Context: an optimization exercise on an open-source flow, tuned for small area, a short achievable clock period and few clock cycles. The choices shown serve that exercise and are no tape-out recipe.
In this exercise RTL edits were held to simulation tests only and were not proved equivalent to the original.

==> v28: inputs <==
Design pipeline, start of the top module:
module pipeline (
        input wire clk,
        input wire reset,
        output wire [16-2-1:0] imem_addr,
        input wire [32-1:0] imem_rdata,
        output wire [16-2-1:0] dmem_addr,
        output wire dmem_we,
        output wire [32-1:0] dmem_wdata,
        input wire [32-1:0] dmem_rdata
    );
    genvar gi;
    reg         m_wen;       
    reg  [4:0]  m_rd;
    reg         m_ld;
    reg         m_st;
    reg  [13:0] m_addr;      
    reg  [31:0] m_res;       
    reg         m_mul;       
    reg  [31:0] m_res2;      
    assign dmem_addr  = m_addr;
    assign dmem_we    = m_st;
    assign dmem_wdata = m_res;
    wire [31:0] mul;
    pfx_add #(32) u_mul (.a(m_res), .b(m_res2), .cin(1'b0), .s(mul));
    wire [31:0] wb_val = m_ld ? dmem_rdata : m_mul ? mul : m_res;
    wire [1023:32] rf;
    generate
        for (gi = 1; gi < 32; gi = gi + 1) begin : g_rf
            reg [31:0] r;
            always @(posedge clk)
                if (m_wen && m_rd == gi)
                    r <= wb_val;
            assign rf[gi*32 +: 32] = r;
        end
    endgenerate
    reg         x_wen, x_ld, x_st, x_br, x_jalr, x_mul;    
    reg  [4:0]  x_rd;
    reg  [31:0] x_a, x_r2;   
    reg         x_a_m, x_a_r, x_r2_m, x_r2_r, x_b_m, x_b_r, x_b_i;
    reg         x_alu;       
    reg         x_sdata;     
    reg         x_sub, x_usgn, x_sra;
    reg  [2:0]  x_f3;
    reg         x_predtk;    
    reg  [31:0] x_imm;       
    reg  [31:2] x_v1;        
    wire [31:0] a  = ({32{x_a_m}} & m_res) | ({32{x_a_r}} & x_a);
    wire [31:0] r2 = ({32{x_r2_m}} & m_res) | ({32{x_r2_r}} & x_r2);
    wire [31:0] bx = ({32{x_b_m}} & (m_res ^ {32{x_sub}})) |
                     ({32{x_b_r}} & (x_r2 ^ {32{x_sub}})) |
                     ({32{x_b_i}} & x_imm);
    wire [31:0] b  = bx;     
    wire [32:0] ax  = {~x_usgn & a[31], a};
    wire [32:0] bx1 = {x_usgn ? x_sub : bx[31], bx};
    wire [32:0] sum;
    pfx_add #(33) u_add (.a(ax), .b(bx1), .cin(x_sub), .s(sum));
    wire lt = sum[32];
    wire geu;
    pfx_carry #(32) u_cmp (.a(a), .b(~r2), .cin(1'b1), .cout(geu));
    wire br_ltu = ~geu;
  ...
export LEC_CHECK = 0
export CAP_MARGIN = 20
export CORE_MARGIN = 2
export CORE_UTILIZATION = 50
export PLACE_DENSITY = 0.6
export SETUP_SLACK_MARGIN = 5
export SLEW_MARGIN = 20
create_clock -name core_clock -period 10.0 [get_ports {clk}]
run.sh (not shown) runs the stock make flow with config.mk's settings and CLKGATE_MAP_FILE= SYNTH_SCRIPT=/design/flow/synth_recipe.tcl, a recipe that flattens the netlist after the stock synthesis.
==> v2: changes against v28 <==
--- a/flow/design.v
+++ b/flow/design.v
@@ -30,28 +30,35 @@
             always @(posedge clk)
                 if (m_wen && m_rd == gi)
                     r <= wb_val;
             assign rf[gi*32 +: 32] = r;
         end
     endgenerate
-    reg         x_wen, x_ld, x_st, x_br, x_jalr, x_mul;    
+    reg         x_valid;     
+    reg         xr_wen, xr_ld, xr_st, xr_br, xr_jalr, xr_mul;
+    wire        x_wen  = x_valid & xr_wen;
+    wire        x_ld   = x_valid & xr_ld;
+    wire        x_st   = x_valid & xr_st;
+    wire        x_br   = x_valid & xr_br;
+    wire        x_jalr = x_valid & xr_jalr;
+    wire        x_mul  = x_valid & xr_mul;
     reg  [4:0]  x_rd;
     reg  [31:0] x_a, x_r2;   
     reg         x_a_m, x_a_r, x_r2_m, x_r2_r, x_b_m, x_b_r, x_b_i;
     reg         x_alu;       
     reg         x_sdata;     
     reg         x_sub, x_usgn, x_sra;
     reg  [2:0]  x_f3;
     reg         x_predtk;    
-    reg  [31:0] x_imm;       
+    reg  [11:0] x_imm;       
     reg  [31:2] x_v1;        
     wire [31:0] a  = ({32{x_a_m}} & m_res) | ({32{x_a_r}} & x_a);
     wire [31:0] r2 = ({32{x_r2_m}} & m_res) | ({32{x_r2_r}} & x_r2);
     wire [31:0] bx = ({32{x_b_m}} & (m_res ^ {32{x_sub}})) |
                      ({32{x_b_r}} & (x_r2 ^ {32{x_sub}})) |
-                     ({32{x_b_i}} & x_imm);
+                     ({32{x_b_i}} & {{20{x_imm[11]}}, x_imm});
     wire [31:0] b  = bx;     
     wire [32:0] ax  = {~x_usgn & a[31], a};
     wire [32:0] bx1 = {x_usgn ? x_sub : bx[31], bx};
     wire [32:0] sum;
     pfx_add #(33) u_add (.a(ax), .b(bx1), .cin(x_sub), .s(sum));
     wire lt = sum[32];
@@ -67,13 +74,15 @@
         for (gi = 0; gi < 32; gi = gi + 1) begin : g_rev
             assign a_rev[gi]  = a[31-gi];
             assign sh_rev[gi] = sh_out[31-gi];
         end
     endgenerate
     wire signed [32:0] sh_ext = {x_sra & a[31], x_f3[2] ? a : a_rev};
-    assign sh_out = sh_ext >>> b[4:0];
+    wire [4:0] shamt = ({5{x_b_m}} & m_res[4:0]) | ({5{x_b_r}} & x_r2[4:0]) |
+                       ({5{x_b_i}} & x_imm[4:0]);
+    assign sh_out = sh_ext >>> shamt;
     wire [31:0] res = x_alu ? alu : x_sdata ? r2 : {x_v1, 2'b00};
     wire [4:0] mb = r2[4:0];
     wire b_neg0 = mb[1];                     
     wire b_one0 = mb[0];
     wire b_two0 = mb[1] & ~mb[0];
     wire b_neg1 = mb[3] & ~(mb[2] & mb[1]);  
@@ -90,25 +99,27 @@
     wire [31:0] q2 = {bp2[27:0], 1'b0, b_neg1, 2'b0};
     wire [31:0] cs_s = q0 ^ q1 ^ q2;
     wire [31:0] cs_c = {(q0[30:0] & q1[30:0]) | (q0[30:0] & q2[30:0]) | (q1[30:0] & q2[30:0]), 1'b0};
     reg [31:0] alu;
     always @(*) begin
         case (x_f3)
-            3'b000: alu = x_mul ? cs_s : sum[31:0];
+            3'b000: alu = xr_mul ? cs_s : sum[31:0];
             3'b001: alu = sh_rev;
             3'b010: alu = {31'b0, lt};
             3'b011: alu = {31'b0, lt};
             3'b100: alu = a ^ b;
             3'b101: alu = sh_out[31:0];
             3'b110: alu = a | b;
             default: alu = a & b;
         endcase
     end
     wire redirect = x_jalr || (x_br && (taken ^ x_predtk));
     wire [31:2] redirect_pc = x_jalr ? sum[31:2] : x_v1;
-    reg  [31:2] pc;
+    reg  [31:2] pc_pred, pc_redir;
+    reg         use_redir;
+    wire [31:2] pc = use_redir ? pc_redir : pc_pred;
     wire [31:0] inst = imem_rdata;
     assign imem_addr = pc[16-1:2];
     wire [4:0] opc = inst[6:2];
     wire [2:0] f3  = inst[14:12];
     wire [4:0] rd  = inst[11:7];
     wire [4:0] rs1 = inst[19:15];
@@ -164,32 +175,26 @@
     wire alu_op = op_r || op_i;
     wire sub  = (alu_op && f3[2:1] == 2'b01) || (op_r && f3 == 3'b000 && inst[30]);
     wire fwd1 = x_wen && rs1 == x_rd;
     wire fwd2 = x_wen && rs2 == x_rd;
     always @(posedge clk) begin
         if (reset)
-            pc <= 32'h200 >> 2;
-        else if (redirect)
-            pc <= redirect_pc;
-        else if (!stall)
-            pc <= predtk ? pcimm : pc4;
-        if (reset || redirect || stall) begin
-            x_wen  <= 1'b0;
-            x_ld   <= 1'b0;
-            x_st   <= 1'b0;
-            x_br   <= 1'b0;
-            x_jalr <= 1'b0;
-            x_mul  <= 1'b0;
-        end else begin
-            x_wen  <= wen;
-            x_ld   <= op_ld;
-            x_st   <= op_st;
-            x_br   <= op_br;
-            x_jalr <= op_jalr;
-            x_mul  <= op_r && inst[25];
-        end
+            pc_pred <= 32'h200 >> 2;
+        else if (stall)
+            pc_pred <= pc;
+        else
+            pc_pred <= predtk ? pcimm : pc4;
+        pc_redir  <= redirect_pc;
+        use_redir <= !reset && redirect;
+        x_valid <= !reset && !redirect && !stall;
+        xr_wen  <= wen;
+        xr_ld   <= op_ld;
+        xr_st   <= op_st;
+        xr_br   <= op_br;
+        xr_jalr <= op_jalr;
+        xr_mul  <= op_r && inst[25];
         x_rd    <= rd;
         x_a     <= a_f;
         x_r2    <= r2_f;
         x_a_m   <= fwd1;
         x_a_r   <= !fwd1;
         x_r2_m  <= fwd2;
@@ -201,13 +206,13 @@
         x_sdata <= op_st;
         x_sub   <= sub;
         x_usgn  <= f3[0];
         x_sra   <= f3[2] && inst[30];
         x_f3    <= (op_r || op_i || op_br) ? f3 : 3'b000;
         x_predtk <= predtk;
-        x_imm   <= (op_st ? imm_s : imm_i) ^ {32{sub}};
+        x_imm   <= (op_st ? imm_s[11:0] : imm_i[11:0]) ^ {12{sub}};
         x_v1    <= v1;
         if (reset) begin
             m_wen <= 1'b0;
             m_ld  <= 1'b0;
             m_st  <= 1'b0;
         end else begin
==> flow/flow/run.sh (new file) <==
#!/bin/bash
# The standard flow: the standard flow's synthesis unchanged, then the layout with the
# port buffers made of buf_4 cells and the resizer asked for more setup slack.
set -euo pipefail
bash standard.sh synth > synth.log 2>&1
export BUFFER_PORTS_ARGS="-buffer_cell sky130_fd_sc_hd__buf_4"
bash standard.sh SETUP_SLACK_MARGIN=6 finish > layout.log 2>&1
==> flow/standard.sh (new file) <==
#!/bin/bash
# synth_recipe.tcl (not shown) runs the flow's synth.tcl, then flattens the netlist and writes it again
# the make line also repeats each setting of config.mk as NAME=value (left out here)
make -C /OpenROAD-flow-scripts/flow DESIGN_CONFIG=/design/flow/config.mk WORK_HOME=/design/flow/orfs CLKGATE_MAP_FILE= SYNTH_SCRIPT=/design/flow/synth_recipe.tcl "${@:-finish}"
--- a/flow/config.mk
+++ b/flow/config.mk
@@ -5,9 +5,10 @@
 export SDC_FILE = /design/flow/constraint.sdc
 export NUM_CORES = 4
 export LEC_CHECK = 0
 export CAP_MARGIN = 20
 export CORE_MARGIN = 2
 export CORE_UTILIZATION = 50
+export CTS_BUF_LIST = sky130_fd_sc_hd__clkbuf_8
 export PLACE_DENSITY = 0.6
-export SETUP_SLACK_MARGIN = 5
 export SLEW_MARGIN = 20
+export TNS_END_PERCENT = 20
removed: flow/run.sh
==> impl_metrics.json <==
{
  "outcome": "no timing/DRC/antenna violations",
  "cts-buffers-inserted": 204,
  "critPathMaxFanout": 22,
  "worstPathArrival_ps": 5140,
  "nClkBuffers": 212,
  "finalCritPeriodShare": 0.4342,
  "timing.rr.start": "m_res[15]",
  "final-clk-cell-share": 0.05380
}
(the above is from v2)
==> impl_metrics.json <==
{
  "worstPathArrival_ps": 5900,
  "cts_resized": 69,
  "timing.rr.start": "x_a_m",
  "finalCritPeriodShare": 0.5268,
  "critPathMaxFanout": 21,
  "buffers": 370,
  "cts-buffers-inserted": 132,
  "outcome": "no timing/DRC/antenna violations",
  "synth_area_leaders": "edfxtp_1, dfxtp_1, a22o_1",
  "final-clk-cell-share": 0.05794,
  "nClkBuffers": 162
}
(the above is from v28)
Testbench counts of v28, summed over its fixed seeds: cycles 152,448.
Testbench counts of v2, summed over its fixed seeds: cycles 152,448.

---

==> 04-16 <==
==> flow/design.v <==
module pipeline (
        input wire clk,
        input wire reset,
        output wire [16-2-1:0] imem_addr,
        input wire [32-1:0] imem_rdata,
        output wire [16-2-1:0] dmem_addr,
        output wire dmem_we,
        output wire [32-1:0] dmem_wdata,
        input wire [32-1:0] dmem_rdata
    );
    genvar gi;
    reg         m_wen;       
    reg  [4:0]  m_rd;
    reg         m_ld;
    reg         m_st;
    reg  [13:0] m_addr;      
    reg  [31:0] m_res;       
    reg         m_mul;       
    reg  [31:0] m_res2;      
    assign dmem_addr  = m_addr;
    assign dmem_we    = m_st;
    assign dmem_wdata = m_res;
    wire [31:0] mul;
    pfx_add #(32) u_mul (.a(m_res), .b(m_res2), .cin(1'b0), .s(mul));
    wire [31:0] wb_val = m_mul ? mul : m_ld ? dmem_rdata : m_res;
    wire [1023:32] rf;
    generate
        for (gi = 1; gi < 32; gi = gi + 1) begin : g_rf
            reg [31:0] r;
            always @(posedge clk)
                if (m_wen && m_rd == gi)
                    r <= wb_val;
            assign rf[gi*32 +: 32] = r;
        end
    endgenerate
    reg         x_valid;     
    reg         xr_wen, xr_ld, xr_st, xr_br, xr_jalr, xr_mul;
    wire        x_wen  = x_valid & xr_wen;
    wire        x_ld   = x_valid & xr_ld;
    wire        x_st   = x_valid & xr_st;
    wire        x_br   = x_valid & xr_br;
    wire        x_jalr = x_valid & xr_jalr;
    wire        x_mul  = x_valid & xr_mul;
    reg  [4:0]  x_rd;
    reg  [31:0] x_a, x_r2;   
    reg         x_a_m, x_a_r, x_r2_m, x_r2_r, x_b_m, x_b_r, x_b_i;
    reg         x_alu;       
    reg         x_sdata;     
    reg         x_sub, x_usgn, x_sra;
    reg  [2:0]  x_f3;
    reg         x_predtk;    
    reg  [11:0] x_imm;       
    reg  [31:2] x_v1;        
    wire [31:0] a  = ({32{x_a_m}} & m_res) | ({32{x_a_r}} & x_a);
    wire [31:0] r2 = ({32{x_r2_m}} & m_res) | ({32{x_r2_r}} & x_r2);
    wire [31:0] bx = ({32{x_b_m}} & (m_res ^ {32{x_sub}})) |
                     ({32{x_b_r}} & (x_r2 ^ {32{x_sub}})) |
                     ({32{x_b_i}} & {{20{x_imm[11]}}, x_imm});
    wire [31:0] b  = bx;     
    wire [32:0] ax  = {~x_usgn & a[31], a};
    wire [32:0] bx1 = {x_usgn ? x_sub : bx[31], bx};
    wire [32:0] sum;
    pfx_add #(33) u_add (.a(ax), .b(bx1), .cin(x_sub), .s(sum));
    wire lt = sum[32];
    wire geu;
    pfx_carry #(32) u_cmp (.a(a), .b(~r2), .cin(1'b1), .cout(geu));
    wire br_ltu = ~geu;
    wire br_lt  = (a[31] ^ r2[31]) ? a[31] : br_ltu;
    wire br_eq  = a == r2;
    wire taken  = (x_f3[2] ? (x_f3[1] ? br_ltu : br_lt) : br_eq) ^ x_f3[0];
    wire [31:0] a_rev, sh_rev;
    wire [32:0] sh_out;
    generate
        for (gi = 0; gi < 32; gi = gi + 1) begin : g_rev
            assign a_rev[gi]  = a[31-gi];
            assign sh_rev[gi] = sh_out[31-gi];
        end
    endgenerate
    wire signed [32:0] sh_ext = {x_sra & a[31], x_f3[2] ? a : a_rev};
    wire [4:0] shamt = ({5{x_b_m}} & m_res[4:0]) | ({5{x_b_r}} & x_r2[4:0]) |
                       ({5{x_b_i}} & x_imm[4:0]);
    assign sh_out = sh_ext >>> shamt;
    wire [31:0] res = x_alu ? alu : x_sdata ? r2 : {x_v1, 2'b00};
    wire [4:0] mb = r2[4:0];
    wire b_neg0 = mb[1];                     
    wire b_one0 = mb[0];
    wire b_two0 = mb[1] & ~mb[0];
    wire b_neg1 = mb[3] & ~(mb[2] & mb[1]);  
    wire b_one1 = mb[2] ^ mb[1];
    wire b_two1 = (mb[3] & ~mb[2] & ~mb[1]) | (~mb[3] & mb[2] & mb[1]);
    wire b_one2 = mb[4] ^ mb[3];             
    wire b_two2 = mb[4] & mb[3];
    wire [31:0] a2  = {a[30:0], 1'b0};
    wire [31:0] bp0 = ({32{b_one0}} & a) | ({32{b_two0}} & a2);
    wire [31:0] bp1 = ({32{b_one1}} & a) | ({32{b_two1}} & a2);
    wire [31:0] bp2 = ({32{b_one2}} & a) | ({32{b_two2}} & a2);
    wire [31:0] q0 = bp0 ^ {32{b_neg0}};
    wire [31:0] q1 = {bp1[29:0] ^ {30{b_neg1}}, 1'b0, b_neg0};
    wire [31:0] q2 = {bp2[27:0], 1'b0, b_neg1, 2'b0};
    wire [31:0] cs_s = q0 ^ q1 ^ q2;
    wire [31:0] cs_c = {(q0[30:0] & q1[30:0]) | (q0[30:0] & q2[30:0]) | (q1[30:0] & q2[30:0]), 1'b0};
    reg [31:0] alu;
    always @(*) begin
        case (x_f3)
            3'b000: alu = xr_mul ? cs_s : sum[31:0];
            3'b001: alu = sh_rev;
            3'b010: alu = {31'b0, lt};
            3'b011: alu = {31'b0, lt};
            3'b100: alu = a ^ b;
            3'b101: alu = sh_out[31:0];
            3'b110: alu = a | b;
            default: alu = a & b;
        endcase
    end
    wire redirect = x_jalr || (x_br && (taken ^ x_predtk));
    wire [31:2] redirect_pc = x_jalr ? sum[31:2] : x_v1;
    reg  [31:2] pc_pred, pc_redir;
    reg         use_redir;
    wire [31:2] pc = use_redir ? pc_redir : pc_pred;
    reg  [15:2] ia;
    wire [31:0] inst = imem_rdata;
    assign imem_addr = ia;
    wire [4:0] opc = inst[6:2];
    wire [2:0] f3  = inst[14:12];
    wire [4:0] rd  = inst[11:7];
    wire [4:0] rs1 = inst[19:15];
    wire [4:0] rs2 = inst[24:20];
    wire op_r     = opc == 5'b01100;
    wire op_i     = opc == 5'b00100;
    wire op_lui   = opc == 5'b01101;
    wire op_auipc = opc == 5'b00101;
    wire op_ld    = opc == 5'b00000;
    wire op_st    = opc == 5'b01000;
    wire op_jal   = opc == 5'b11011;
    wire op_jalr  = opc == 5'b11001;
    wire op_br    = opc == 5'b11000;
    wire op_sys   = opc == 5'b11100;
    wire [31:0] imm_i = {{20{inst[31]}}, inst[31:20]};
    wire [31:0] imm_s = {{20{inst[31]}}, inst[31:25], inst[11:7]};
    wire [31:0] imm_b = {{19{inst[31]}}, inst[31], inst[7], inst[30:25], inst[11:8], 1'b0};
    wire [31:0] imm_u = {inst[31:12], 12'b0};
    wire [31:0] imm_j = {{11{inst[31]}}, inst[31], inst[19:12], inst[20], inst[30:21], 1'b0};
    wire [31:0] rv1, rv2;
    generate
        for (gi = 0; gi < 32; gi = gi + 1) begin : g_rd
            wire [31:1] c1, c2;
            genvar k;
            for (k = 1; k < 32; k = k + 1) begin : g_k
                assign c1[k] = rs1 == k && rf[k*32+gi];
                assign c2[k] = rs2 == k && rf[k*32+gi];
            end
            assign rv1[gi] = |c1;
            assign rv2[gi] = |c2;
        end
    endgenerate
    wire mf1 = m_wen && m_rd == rs1;
    wire mf2 = m_wen && m_rd == rs2;
    wire [31:0] a_f  = mf1 ? wb_val : rv1;
    wire [31:0] r2_f = mf2 ? wb_val : rv2;
    wire [31:2] pc4 = pc + 30'd1;
    wire [31:2] imm_pc = inst[2] ? imm_j[31:2] : imm_b[31:2];
    wire [31:2] pcimm;
    pfx_add #(30) u_pcadd (.a(pc), .b(imm_pc), .cin(1'b0), .s(pcimm));
    wire [31:12] auipc_hi;
    pfx_add #(20) u_auipc (.a(pc[31:12]), .b(imm_u[31:12]), .cin(1'b0), .s(auipc_hi));
    wire predtk = op_jal || (op_br && inst[31]);
    wire use1 = !(op_lui || op_auipc || op_jal);
    wire use2 = op_r || op_st || op_br;
    wire wen  = rd != 5'd0 && (op_r || op_i || op_lui || op_auipc || op_ld ||
                               op_jal || op_jalr || op_sys);
    wire stall = (x_ld || x_mul) && ((use1 && rs1 == x_rd) || (use2 && rs2 == x_rd));
    wire [31:2] v1 = op_lui   ? imm_u[31:2] :
                     op_sys   ? 30'b0 :
                     op_auipc ? {auipc_hi, pc[11:2]} :
                     (op_br && !predtk) ? pcimm : pc4;
    wire alu_op = op_r || op_i;
    wire sub  = (alu_op && f3[2:1] == 2'b01) || (op_r && f3 == 3'b000 && inst[30]);
    wire fwd1 = x_wen && rs1 == x_rd;
    wire fwd2 = x_wen && rs2 == x_rd;
    always @(posedge clk) begin
        if (reset)
            pc_pred <= 32'h200 >> 2;
        else if (stall)
            pc_pred <= pc;
        else
            pc_pred <= predtk ? pcimm : pc4;
        pc_redir  <= redirect_pc;
        if (reset)
            ia <= 32'h200 >> 2;
        else if (redirect)
            ia <= redirect_pc[15:2];
        else if (predtk && !stall)
            ia <= pcimm[15:2];
        else
            ia <= stall ? pc[15:2] : pc4[15:2];
        use_redir <= !reset && redirect;
        x_valid <= !reset && !redirect && !stall;
        xr_wen  <= wen;
        xr_ld   <= op_ld;
        xr_st   <= op_st;
        xr_br   <= op_br;
        xr_jalr <= op_jalr;
        xr_mul  <= op_r && inst[25];
        x_rd    <= rd;
        x_a     <= a_f;
        x_r2    <= r2_f;
        x_a_m   <= fwd1;
        x_a_r   <= !fwd1;
        x_r2_m  <= fwd2;
        x_r2_r  <= !fwd2;
        x_b_m   <= op_r && fwd2;
        x_b_r   <= op_r && !fwd2;
        x_b_i   <= !op_r;
        x_alu   <= alu_op;
        x_sdata <= op_st;
        x_sub   <= sub;
        x_usgn  <= f3[0];
        x_sra   <= f3[2] && inst[30];
        x_f3    <= (op_r || op_i || op_br) ? f3 : 3'b000;
        x_predtk <= predtk;
        x_imm   <= (op_st ? imm_s[11:0] : imm_i[11:0]) ^ {12{sub}};
        x_v1    <= v1;
        if (reset) begin
            m_wen <= 1'b0;
            m_ld  <= 1'b0;
            m_st  <= 1'b0;
        end else begin
            m_wen <= x_wen;
            m_ld  <= x_ld;
            m_st  <= x_st;
        end
        m_rd   <= x_rd;
        m_addr <= sum[16-1:2];
        m_res  <= res;
        m_mul  <= x_mul;
        m_res2 <= cs_c;
    end
endmodule
module pfx_add #(parameter W = 32) (
        input  wire [W-1:0] a,
        input  wire [W-1:0] b,
        input  wire         cin,
        output wire [W-1:0] s
    );
    wire [W-1:0] p0 = a ^ b;
    reg  [W-1:0] g, p;
    integer i, d;
    always @(*) begin
        g = a & b;
        p = p0;
        g[0] = g[0] | (p[0] & cin);
        for (d = 1; d < W; d = d * 2)
            for (i = W - 1; i >= d; i = i - 1) begin
                g[i] = g[i] | (p[i] & g[i-d]);
                p[i] = p[i] & p[i-d];
            end
    end
    assign s = p0 ^ {g[W-2:0], cin};
endmodule
module pfx_carry #(parameter W = 32) (
        input  wire [W-1:0] a,
        input  wire [W-1:0] b,
        input  wire         cin,
        output wire         cout
    );
    reg [63:0] g, p;
    integer i, n;
    always @(*) begin
        g = 64'b0;
        p = {64{1'b1}};
        g[0] = cin;
        for (i = 0; i < W; i = i + 1) begin
            g[i+1] = a[i] & b[i];
            p[i+1] = a[i] | b[i];
        end
        for (n = 32; n >= 1; n = n / 2)
            for (i = 0; i < n; i = i + 1) begin
                g[i] = g[2*i+1] | (p[2*i+1] & g[2*i]);
                p[i] = p[2*i+1] & p[2*i];
            end
    end
    assign cout = g[0];
endmodule
==> flow/flow/run.sh <==
#!/bin/bash
# The standard flow: the standard flow's synthesis unchanged, then the layout with the
# port buffers made of buf_4 cells and the resizer asked for more setup slack.
set -euo pipefail
bash standard.sh synth > synth.log 2>&1
export BUFFER_PORTS_ARGS="-buffer_cell sky130_fd_sc_hd__buf_4"
bash standard.sh SETUP_SLACK_MARGIN=6 finish > layout.log 2>&1
==> flow/standard.sh <==
#!/bin/bash
# synth_recipe.tcl (not shown) runs the flow's synth.tcl, then flattens the netlist and writes it again
# the make line also repeats each setting of config.mk as NAME=value (left out here)
make -C /OpenROAD-flow-scripts/flow DESIGN_CONFIG=/design/flow/config.mk WORK_HOME=/design/flow/orfs CLKGATE_MAP_FILE= SYNTH_SCRIPT=/design/flow/synth_recipe.tcl "${@:-finish}"
==> flow/config.mk <==
export PLATFORM = sky130hd
export DESIGN_NAME = pipeline
export DESIGN_NICKNAME = pipeline
export VERILOG_FILES = /design/flow/design.v
export SDC_FILE = /design/flow/constraint.sdc
export NUM_CORES = 4
export LEC_CHECK = 0
export CAP_MARGIN = 20
export CORE_MARGIN = 2
export CORE_UTILIZATION = 50
export CTS_BUF_LIST = sky130_fd_sc_hd__clkbuf_8
export PLACE_DENSITY = 0.6
export SLEW_MARGIN = 20
export TNS_END_PERCENT = 20
==> flow/constraint.sdc <==
create_clock -name core_clock -period 10.0 [get_ports {clk}]
set_input_delay 2.0000 -clock core_clock [delete_from_list [all_inputs] [get_ports {clk}]]
set_output_delay 2.0000 -clock core_clock [all_outputs]
set_load 0.01 [all_outputs]
==> 12-08 (differences from 04-16) <==
--- a/flow/design.v
+++ b/flow/design.v
@@ -23,5 +23,5 @@
     wire [31:0] mul;
     pfx_add #(32) u_mul (.a(m_res), .b(m_res2), .cin(1'b0), .s(mul));
-    wire [31:0] wb_val = m_mul ? mul : m_ld ? dmem_rdata : m_res;
+    wire [31:0] wb_val = m_ld ? dmem_rdata : m_mul ? mul : m_res;
     wire [1023:32] rf;
     generate
@@ -118,7 +118,6 @@
     reg         use_redir;
     wire [31:2] pc = use_redir ? pc_redir : pc_pred;
-    reg  [15:2] ia;
     wire [31:0] inst = imem_rdata;
-    assign imem_addr = ia;
+    assign imem_addr = pc[16-1:2];
     wire [4:0] opc = inst[6:2];
     wire [2:0] f3  = inst[14:12];
@@ -186,12 +185,4 @@
             pc_pred <= predtk ? pcimm : pc4;
         pc_redir  <= redirect_pc;
-        if (reset)
-            ia <= 32'h200 >> 2;
-        else if (redirect)
-            ia <= redirect_pc[15:2];
-        else if (predtk && !stall)
-            ia <= pcimm[15:2];
-        else
-            ia <= stall ? pc[15:2] : pc4[15:2];
         use_redir <= !reset && redirect;
         x_valid <= !reset && !redirect && !stall;
--- a/flow/config.mk
+++ b/flow/config.mk
@@ -8,7 +8,7 @@
 export CAP_MARGIN = 20
 export CORE_MARGIN = 2
-export CORE_UTILIZATION = 50
+export CORE_UTILIZATION = 58
 export CTS_BUF_LIST = sky130_fd_sc_hd__clkbuf_8
-export PLACE_DENSITY = 0.6
+export PLACE_DENSITY = 0.68
 export SLEW_MARGIN = 20
 export TNS_END_PERCENT = 20
==> flow_summary.yaml <==
status:
  status: "no timing/DRC/antenna violations"
cts:
  insertion_delay_ns: 0.96
timing:
  fin_crit_ns: 4.436
die:
  coreArea_um2: 114300
cells_and_area:
  final_util_pct: 66.36
yosys:
  synth-adder-area-share_pct: 4.836
route:
  wire_per_inst_um: 43.06
grt:
  grt_use_met2_pct: 75.37
That was 12-08.
==> flow_summary.yaml <==
grt:
  grt_use_met2_pct: 69.04
die:
  coreArea_um2: 133500
timing:
  fin_crit_ns: 4.607
status:
  status: "no timing/DRC/antenna violations"
That was 04-16.
Testbench counts of 04-16, summed over its fixed seeds: cycles 152,448.
Testbench counts of 12-08, summed over its fixed seeds: cycles 152,448.

re-timing with driven ports:
In the flow no input, the clock included, has a driving cell. The finished layouts below were timed again as built, in two steps.
Step 1: set_driving_cell puts a clkbuf_16 on clk and a buf_2 on each other input, an assumption about the parent block.
Step 2 adds t to the input delays and takes it off the output delays; t is the mean of the earliest and latest rising clock arrival at the registers after step 1. Input paths then give back, and output paths get back, about the clock's delay inside the block.
a / b / c = no drivers / after step 1 / after step 2; a / b = the first two.
| run | shift t [ns] | setup slack, ns | pins driven straight from the clock port |
|---|---|---|---|
| v28 | 0.875 | 4.732 / 4.788 / 3.914 | 1 |
| v2 | 1.048 | 5.658 / 5.710 / 4.661 | 1 |
| 04-16 | 1.054 | 5.393 / 5.444 / 4.390 | 1 |
| 12-08 | 1.012 | 5.564 / 5.615 / 4.603 | 1 |
After both steps setup and hold are still met in every run listed. For 04-16, which loses most, drivers alone change the setup slack by +0.051 ns; drivers and shift together by -1.003 ns.
